Context: an optimization exercise on an open-source flow, tuned for small area and a short achievable clock period. The choices shown serve that exercise and are no tape-out recipe. Function was not checked in any run shown here: the RTL went through the layout flow alone. No activity file was given, so power comes from the tool's default toggle rates.

==> flow/design.v (outline; a module is shown in full before it is edited, if it fits) <==
// module multiplier: 2432 lines
// module FA: 4 lines
// module FAX: 6 lines
// module HA: 4 lines
// module MAJ: 3 lines
// module BENC: 5 lines
// module PPSEL: 3 lines
// module INV: 3 lines
// module NAND2: 3 lines
// module NOR2: 3 lines
// module XOR2: 3 lines
// module XNOR2: 3 lines
// module AOI21: 3 lines
// module OAI21: 3 lines
// module CPA: 1510 lines
module multiplier (
    input clk,
    input rst,
    input start,
    input [31:0] A,
    input [31:0] B,
    input [7:0] Physical_address_in,
    input [31:0] PC_in,
    output [63:0] Product,
    output reg done,
    output reg [7:0] Physical_address_out,
    output reg [31:0] PC_out
);
  // ...
==> flow/run.sh <==
#!/bin/bash
# synth_recipe.tcl (not shown) runs the flow's synth.tcl, then flattens the netlist and writes it again
# the make line also repeats each setting of config.mk as NAME=value (left out here)
make -C /OpenROAD-flow-scripts/flow DESIGN_CONFIG=/design/flow/config.mk WORK_HOME=/design/flow/orfs CLKGATE_MAP_FILE= SYNTH_SCRIPT=/design/flow/synth_recipe.tcl finish
==> flow/config.mk <==
export PLATFORM = sky130hd
export DESIGN_NAME = multiplier
export DESIGN_NICKNAME = multiplier
export VERILOG_FILES = /design/flow/design.v
export SDC_FILE = /design/flow/constraint.sdc
export NUM_CORES = 8
export LEC_CHECK = 0
export CAP_MARGIN = 20
export CORE_MARGIN = 2
export CORE_UTILIZATION = 40
export SETUP_SLACK_MARGIN = 0.5
export SLEW_MARGIN = 20
export SYNTH_HIERARCHICAL = 1
export SYNTH_MINIMUM_KEEP_SIZE = 0
==> flow/constraint.sdc <==
create_clock -name core_clock -period 5.0 [get_ports {clk}]
set_input_delay 1.0000 -clock core_clock [delete_from_list [all_inputs] [get_ports {clk}]]
set_output_delay 1.0000 -clock core_clock [all_outputs]
set_load 0.01 [all_outputs]
==> flow_summary.toml, run 1 <==
[final_layout]
nClkBuffers = 18
buffers = 437
nFlopsAndLatches = 168
post-route-util = 0.493
largest_cell_class = "multi-input gates"
top_regs = "PC_out: 32 flops, Physical_address_out: 8 flops"
multi_input_area_share = 0.767
nonClkBufAreaFrac = 0.101
multiInputGateArea_um2 = 31700
nets = 4240

[timing]
drv_slew = 0
hold_slack_ns = 0.984
setup_tns_ns = 0
rsz0062_at_grt = "yes"

[global_route]
grt_start_max_net_pins = 37
grt.total_usage = 0.262
antenna_found_initial = 5
grt_pass1_vias = 28400

[critical_path]
crit_buf_inv = 2
cp_cell_sequence = "clkdlybuf4s50_1, nand2b_1, o22ai_4, buf_12, a22oi_2, xnor2_2, xor2_1, xor2_2, maj3_2, maj3_2, xor2_1, xor2_2, maj3_2, xor2_1, xor2_1"
worstSetupPathType = "input port to flop"
cp-end-kind = "flop"

[drt]
route.detailed.drc = 0
wl_per_cell_um = 22.6

[die]
dieArea_um2 = 87500
rows = 106

[run_status]
status = "no timing/DRC/antenna violations"

[cts]
postCtsSetupBuffers = 1
clk_path_buf_depth = 2
cts_made_buffers = 17
hold_buffers = 0

[worst_hold_path]
hp-start = "PC_in[7]"
min_to = "PC_out[7]"
min_path_cells = 1

[synth]
avgSynthCellArea_um2 = 9.40

[pwr]
sequentialPower_mw = 2.73
==> run 2: changes to the inputs <==
--- a/flow/config.mk
+++ b/flow/config.mk
@@ -9,5 +9,5 @@
 export CORE_MARGIN = 2
 export CORE_UTILIZATION = 40
-export SETUP_SLACK_MARGIN = 0.5
+export SETUP_SLACK_MARGIN = 1.0
 export SLEW_MARGIN = 20
 export SYNTH_HIERARCHICAL = 1
==> flow_summary.toml, run 2 <==
[run_status]
status = "no timing/DRC/antenna violations"

[drt]
wirelength_um = 126000
firstDrtPassIters = 5
route.detailed.drc = 0
drtIter0Drc = 2112
antenna_left = 0
wl_per_cell_um = 23.5
vias = 30200
viasPerCell = 5.62

[cts]
clk_path_buf_depth = 2
cts_tree = "yes"
cts_root_buf = "clkbuf_16"
clk_pin_slew_ns = 0.08
cts_made_buffers = 17
clock-sinks = 168
hold_buffers = 0
h-tree-depth = 4

[final_layout]
area_delta_synth_final_pct = 30.7
n_antenna_cell = 0
final_cell_mix = "xor2_1 (963), a22oi_2 (496), maj3_2 (479)"
largest_reg_flops = 32
layout_commonest_cell = "xor2_1"
top_regs = "PC_out: 32 flops, Physical_address_out: 8 flops"
instances_no_fill = 5364
nets = 4370
post-route-util = 0.530
drive_above_1_share = 0.463
top_register = "PC_out"

[timing]
worst_pin_slew_ns = 0.812
period_share = 0.802
rsz0062_at_grt = "yes"
setup_tns_ns = 0
finalHoldViolCount = 0
slew_headroom = 0.459
setup_viol = 0
drv_slew = 0
period_minus_slack_ns = 4.01
fmax_ghz = 0.249

[pwr]
power_frac_comb = 0.879
ir_worst_vdd_mv = 0.622
seq_power_share = 0.084
p_leak_nw = 16.2
p_clk_frac = 0.037
powerDensity_nw_per_um2 = 829
swShare = 0.520
p_int_mw = 17.7
p_sw_mw = 19.2

[critical_path]
required_ns = 4.00
worstSetupPathType = "flop to output pin"
cp-end-kind = "output pin"
start_kind = "flop"
cp.arrival_ns = 3.01
path_max_fanout = 3

[flow_run]
maxCapViolCount = 0

[global_route]
grt_pass1_vias = 29300
grt_start_max_net_pins = 51
grt.total_usage = 0.279
grt-ovfl-total = 0
grt_pass1_wl_um = 184000
antenna_found_initial = 0

[synth]
syn_area_um2 = 34000
postSynthCellCount = 3621
yosysWarnings = 7
avgSynthCellArea_um2 = 9.40

[die]
rows = 106
dieArea_um2 = 87500
die_h_um = 296
initial_core_util = 0.406
coreArea_um2 = 84000
ios = 212
die_w_um = 296

[placed_design]
place_congestion = 0.940
io_buffers = 211
dp_cells = 5194
hpwl_um = 95000

[worst_hold_path]
hp-class = "input port to flop"
[run 2: layout make-up]
type                    count  area (um^2)
clock buffers              17          425
clock inverters            15          183
fillers                  7719        39500
flip-flops and latches    168         3390
multi-input cells        3431        33400
well taps                1134         1420
inverters                  32          120
repair buffers            567         5510
[run 2: path summary, 6_finish.rpt]
| path | from | to | slack (ns) | cells after the start |
|---|---|---|---|---|
| hold / removal | PC_in[13] | PC_out[13] | 0.95 | 1 |
| setup / recovery | r12_0 | Product[61] | 0.99 | 10 |
[run 2: what timing repair did]
item	in CTS	in global routing
endpoints found under the setup margin	125	112
buffers inserted	29	101
pin swaps	30	119
gates cloned	4	4
resized for setup	219	298
[run 2: worst max-delay path, stage by stage, from the launching register on]
cell             delay, ns
dfxtp_1               0.35
xnor2_2               0.18
buf_4                 0.16
nor2_2                0.20
nand2_2               0.15
o21ai_2               0.25
a21oi_4               0.07
o21ai_2               0.24
a21oi_2               0.09
xor2_1                0.24
clkdlybuf4s50_1       0.58
[run 2: power groups by stage]
stage                     Sequential [mW]  Clock (mW)  Combinational (mW)
after floorplan                      2.62           0                20.9
after global placement               2.80           0                29.2
after detailed placement             2.80           0                29.6
after CTS                            2.98        1.41                30.6
after global routing                 3.14        1.47                34.8
final                                3.08        1.37                32.4
[run 2: metrics by stage]
stage	hold WS (ns)	total power, mW	setup slack (ns)	area (um^2)
4_1_cts	0.919	35.0	0.849	42300
3_5_place_dp	1.45	32.4	0.0385	40200
2_1_floorplan	1.03	23.5	0.656	35100
6_report	0.947	36.9	0.991	44500
5_1_grt	0.924	39.4	0.861	44500
3_3_place_gp	1.45	32.0	0.0960	40200
[run 2: routing by layer]
metal	part of all wire	vias to the layer above	GRT usage	wire, um
li1	-	14000	-	-
met2	0.45	1143	0.449	56500
met3	0.071	259	0.0464	8940
met1	0.44	14800	0.372	56000
met4	0.038	0	0.102	4850
met5	0	-	0	0
==> run 3: changes to the inputs <==
--- a/flow/config.mk
+++ b/flow/config.mk
@@ -9,5 +9,5 @@
 export CORE_MARGIN = 2
 export CORE_UTILIZATION = 40
-export SETUP_SLACK_MARGIN = 1.0
+export SETUP_SLACK_MARGIN = 1.5
 export SLEW_MARGIN = 20
 export SYNTH_HIERARCHICAL = 1
==> flow_summary.toml, run 3 <==
[run_status]
status = "no timing/DRC/antenna violations"

[placed_design]
place_congestion = 0.949
place_ws_ns = -0.0227
io_buffers = 211
dp_cells = 5190
hpwl_um = 95000

[timing]
period_share = 0.806
drv_slew = 0
setup_viol = 0
rsz0062_at_grt = "yes"
fmax_ghz = 0.248
period_minus_slack_ns = 4.03
slew_headroom = 0.462
worst_pin_slew_ns = 0.807
fin_ws_ns = 0.968
finalHoldViolCount = 0

[final_layout]
top_register = "PC_out"
nFillCells = 6958
nets = 4658
final_cell_mix = "xor2_1 (865), a22oi_2 (496), maj3_2 (479)"
largest_reg_flops = 32
instances_no_fill = 5653
drive_above_1_share = 0.583
layout_commonest_cell = "xor2_1"
area_delta_synth_final_pct = 47.5
top_regs = "PC_out: 32 flops, Physical_address_out: 8 flops"

[pwr]
ir_worst_vdd_mv = 0.598
p_leak_nw = 18.8
powerDensity_nw_per_um2 = 857

[drt]
vias = 32000
wirelength_um = 137000
route.detailed.drc = 0
firstDrtPassIters = 5
drtIter0Drc = 2446
viasPerCell = 5.67
wl_per_cell_um = 24.2
antenna_left = 0

[die]
die_h_um = 296
ios = 212
rows = 106
die_w_um = 296
dieArea_um2 = 87500
initial_core_util = 0.406
coreArea_um2 = 84000

[cts]
cts_root_buf = "clkbuf_16"
cts_tree = "yes"
hold_buffers = 0
clk_path_buf_depth = 2
h-tree-depth = 4
cts_made_buffers = 17
clk_pin_slew_ns = 0.08
clock-sinks = 168

[critical_path]
required_ns = 5.34
cp.arrival_ns = 4.38
worstSetupPathType = "input port to flop"
start_kind = "input port"
cp-end-kind = "flop"
path_max_fanout = 6

[global_route]
grt.total_usage = 0.298
antenna_found_initial = 1
grt_start_max_net_pins = 37
grt_pass1_vias = 31300
grt-ovfl-total = 0
grt_pass1_wl_um = 198000

[worst_hold_path]
hp-class = "input port to flop"

[synth]
avgSynthCellArea_um2 = 9.40
syn_area_um2 = 34000
postSynthCellCount = 3621
yosysWarnings = 7

[flow_run]
maxCapViolCount = 0
-- run 3: power by group --
group / leakage [nW] / internal, mW / switching [mW]
registers: 1.42 / 2.38 / 0.753
clock network: 0.302 / 0.812 / 0.612
logic: 17.1 / 17.9 / 20.6
-- run 3: metal layers --
| metal | global-route usage | vias to the layer above | part of all wire |
|---|---|---|---|
| li1 | - | 14500 | - |
| met1 | 0.395 | 15800 | 0.42 |
| met2 | 0.479 | 1415 | 0.45 |
| met3 | 0.0531 | 375 | 0.082 |
| met4 | 0.117 | 0 | 0.046 |
| met5 | 0 | - | 0 |
-- run 3: worst max-delay path, stage by stage --
cell      delay [ns]
buf_12          0.11
nand2b_4        0.14
o22ai_4         0.12
buf_12          0.13
buf_12          0.14
a22oi_2         0.08
xnor2_2         0.25
xor2_1          0.23
xor2_1          0.27
xor2_1          0.32
xor2_2          0.15
maj3_2          0.34
maj3_2          0.33
xor2_1          0.17
xor2_1          0.14
buf_4           0.15
maj3_2          0.28
-- run 3: area by class of cell --
type | instances | area [um^2] | area share
diodes | 1 | 2.50 | 0.0000498
repair buffers | 855 | 8670 | 0.173
clock inverters | 14 | 185 | 0.00369
clock buffers | 18 | 439 | 0.00874
well taps | 1134 | 1420 | 0.0282
inverters | 32 | 128 | 0.00254
flip-flops and latches | 168 | 3460 | 0.0689
multi-input cells | 3431 | 35900 | 0.715
-- run 3: timing repair --
| item | CTS | global route |
|---|---|---|
| endpoints found under the setup margin | 166 | 151 |
| pin swaps | 475 | 423 |
| setup buffers | 298 | 112 |
| resized for setup | 881 | 436 |
| gates cloned | 19 | 1 |
-- run 3: through the flow --
step / instance area, um^2 / hold WS [ns] / utilization / total power, mW / TNS [ns]
floorplan: 35200 / 1.03 / - / 23.5 / 0
global placement: 40300 / 1.36 / 0.481 / 32.2 / 0
detailed placement: 40300 / 1.36 / 0.481 / 32.5 / -0.0227
CTS: 47500 / 0.724 / 0.566 / 38.9 / 0
global route: 50200 / 0.722 / 0.598 / 45.6 / 0
finish: 50200 / 0.746 / 0.598 / 43.1 / 0
-- run 3: worst paths after layout --
check / cells after the start / endpoint / start
setup / recovery: 17 / r37_0 / B[8]
hold / removal: 1 / r2_1 / B[3]
==> run 4: changes to the inputs <==
==> flow/flow/run.sh (new file) <==
#!/bin/bash
# Layout flow: the standard ORFS flow (standard.sh) with extra ORFS
# settings read from flow/knobs.txt (one VAR=value per line).
set -euo pipefail
knobs=()
while IFS= read -r line; do
  [[ -z "$line" || "$line" == \#* ]] && continue
  knobs+=("$line")
done < flow/knobs.txt
bash standard.sh "${knobs[@]}" finish > standard.log 2>&1
==> flow/flow/knobs.txt (new file) <==
RECOVER_POWER=100
BUFFER_PORTS_ARGS=-buffer_cell sky130_fd_sc_hd__buf_2
==> flow/standard.sh (new file) <==
#!/bin/bash
# synth_recipe.tcl (not shown) runs the flow's synth.tcl, then flattens the netlist and writes it again
# the make line also repeats each setting of config.mk as NAME=value (left out here)
make -C /OpenROAD-flow-scripts/flow DESIGN_CONFIG=/design/flow/config.mk WORK_HOME=/design/flow/orfs CLKGATE_MAP_FILE= SYNTH_SCRIPT=/design/flow/synth_recipe.tcl "${@:-finish}"
--- a/flow/config.mk
+++ b/flow/config.mk
@@ -9,5 +9,5 @@
 export CORE_MARGIN = 2
 export CORE_UTILIZATION = 40
-export SETUP_SLACK_MARGIN = 1.5
+export SETUP_SLACK_MARGIN = 1.0
 export SLEW_MARGIN = 20
 export SYNTH_HIERARCHICAL = 1
removed: flow/run.sh
==> flow_summary.toml, run 4 <==
[placed_design]
io_buffers = 211
dpl-instance-area_um2 = 38800
place_congestion = 0.946
hpwl_um = 91800
place_ws_ns = 0.269
dp_cells = 5117

[pwr]
ir_worst_vdd_mv = 0.516
swShare = 0.552
power_frac_comb = 0.883
p_leak_nw = 15.4
p_int_mw = 15.3
p_sw_mw = 18.8
power_mw = 34.2
p_clk_frac = 0.037
powerDensity_nw_per_um2 = 804
seq_power_share = 0.080

[die]
initial_core_util = 0.406
dieArea_um2 = 87500
rows = 106
ios = 212
die_h_um = 296
coreArea_um2 = 84000
die_w_um = 296

[timing]
period_share = 0.895
hold_slack_ns = 0.652
setup_viol = 0
setup_tns_ns = 0
period_minus_slack_ns = 4.47
rsz0062_at_grt = "yes"
fin_ws_ns = 0.527
slew_headroom = 0.294
drv_slew = 0
finalHoldViolCount = 0
fmax_ghz = 0.224
worst_pin_slew_ns = 1.06

[global_route]
grt_start_max_net_pins = 39
grt-ovfl-total = 0
grt.total_usage = 0.267
grt_pass1_vias = 28500
antenna_found_initial = 6
grt_pass1_wl_um = 179000

[final_layout]
instances_no_fill = 5322
design_area_um2 = 42500
drive_above_1_share = 0.424
final_cell_mix = "xor2_1 (920), xnor2_1 (496), a22oi_2 (480)"
nets = 4327
nFillCells = 7920
top_register = "PC_out"
largest_reg_flops = 32
layout_commonest_cell = "xor2_1"
post-route-util = 0.506
multiInputGateArea_um2 = 32400
area_delta_synth_final_pct = 24.7
seqCellArea_um2 = 3360
top_regs = "PC_out: 32 flops, Physical_address_out: 8 flops"

[flow_run]
maxCapViolCount = 0

[drt]
antenna_left = 0
drtIter0Drc = 2276
firstDrtPassIters = 6
route.detailed.drc = 0
vias = 30400
wl_per_cell_um = 23.8
wirelength_um = 127000
viasPerCell = 5.71

[cts]
cts_tree = "yes"
clk_pin_slew_ns = 0.07
hold_buffers = 0
cts_made_buffers = 17
cts_root_buf = "clkbuf_16"
clk_path_buf_depth = 2
h-tree-depth = 4
clock-sinks = 168

[critical_path]
crit_slowest_cell = "o22ai_1"
required_ns = 5.31
cp_cell_sequence = "buf_6, nand2b_4, o22ai_1, buf_12, buf_12, nand2_2, xnor2_2, xor2_1, xor2_1, buf_4, maj3_2, xor2_2, xor2_1, xor2_1, xor2_1, xor2_1, xor2_1"
cp-end-kind = "flop"
worstSetupPathType = "input port to flop"
cpMostUsedCell = "xor2_1"
start_kind = "input port"
cp.arrival_ns = 4.79
path_max_fanout = 7
slowest_delay_ns = 0.53

[worst_hold_path]
hp-class = "input port to flop"

[synth]
syn_area_um2 = 34000
postSynthCellCount = 3621
yosysWarnings = 7
avgSynthCellArea_um2 = 9.40

[run_status]
status = "no timing/DRC/antenna violations"
## run 4: layout make-up
type | count | share of cell area
Inverter | 32 | 0.00283
Clock buffer | 18 | 0.0101
Clock inverter | 14 | 0.00309
Timing Repair Buffer | 524 | 0.109
Tap cell | 1134 | 0.0334
Antenna cell | 1 | 0.0000589
Multi-Input combinational cell | 3431 | 0.763
Sequential cell | 168 | 0.0792
## run 4: power by group through the flow
stage | Clock (mW) | Sequential (mW) | Combinational (mW)
floorplan | 0 | 2.62 | 20.9
global placement | 0 | 2.73 | 28.0
detailed placement | 0 | 2.74 | 28.3
CTS | 1.32 | 2.73 | 28.7
global route | 1.37 | 2.79 | 32.4
finish | 1.28 | 2.73 | 30.1
## run 4: what timing repair did
item / in CTS / in global routing
endpoints found under the setup margin: 47 / 57
resized for setup: 44 / 211
buffers inserted: 17 / 132
cloned: 8 / 15
pin swaps: 8 / 154
hold endpoints to repair: 0 / 0
## run 4: path summary, 6_finish.rpt
check | from | endpoint | slack [ns] | depth (start not counted)
setup / recovery | B[12] | r45_1 | 0.53 | 17
hold / removal | PC_in[2] | PC_out[2] | 0.65 | 1
## run 4: critical path: cells and delay by family
kind	cells	cell delay, ns
xor gates and xnor gates	9	2.04
buffers and inverters	4	0.67
AOI/OAI and AO/OA	1	0.53
adders and majority gates	1	0.33
and+or+nand+nor	2	0.21
## run 4: routing by layer
metal | wire length [um] | track usage
met4 | 4510 | 0.0727
met1 | 56900 | 0.380
met3 | 9610 | 0.0352
met2 | 55800 | 0.419
met5 | 60 | 0

==> afterwards: timing with drivers on the ports <==
Ports are ideal in the flow. The routed layouts listed here were re-timed in OpenROAD. Step 1 sets driving cells, clkbuf_16 on the clock port and buf_2 on the other inputs (assumed; they add their load-dependent delay and slew). Step 2 also shifts input and output timing later by t, the mid clock arrival at the registers, as if the neighbouring blocks saw the same clock. Slacks: no drivers / after step 1 / after step 2; pairs: no drivers / after step 1.
run | shift t [ns] | setup slack, ns | worst setup path after step 2 | cell pins on the clock port's net
run 1 | 0.506 | 0.588 / 0.529 / 0.120 | input to register | 1
run 2 | 0.548 | 0.991 / 0.928 / 0.468 | input to register | 1
run 3 | 0.516 | 0.968 / 0.966 / 0.450 | input to register | 1
run 4 | 0.503 | 0.527 / 0.510 / 0.047 | input to register | 1
After both steps every run listed still meets setup and hold. For run 2, which loses most, drivers alone change the setup slack by -0.063 ns; drivers and shift together by -0.523 ns.
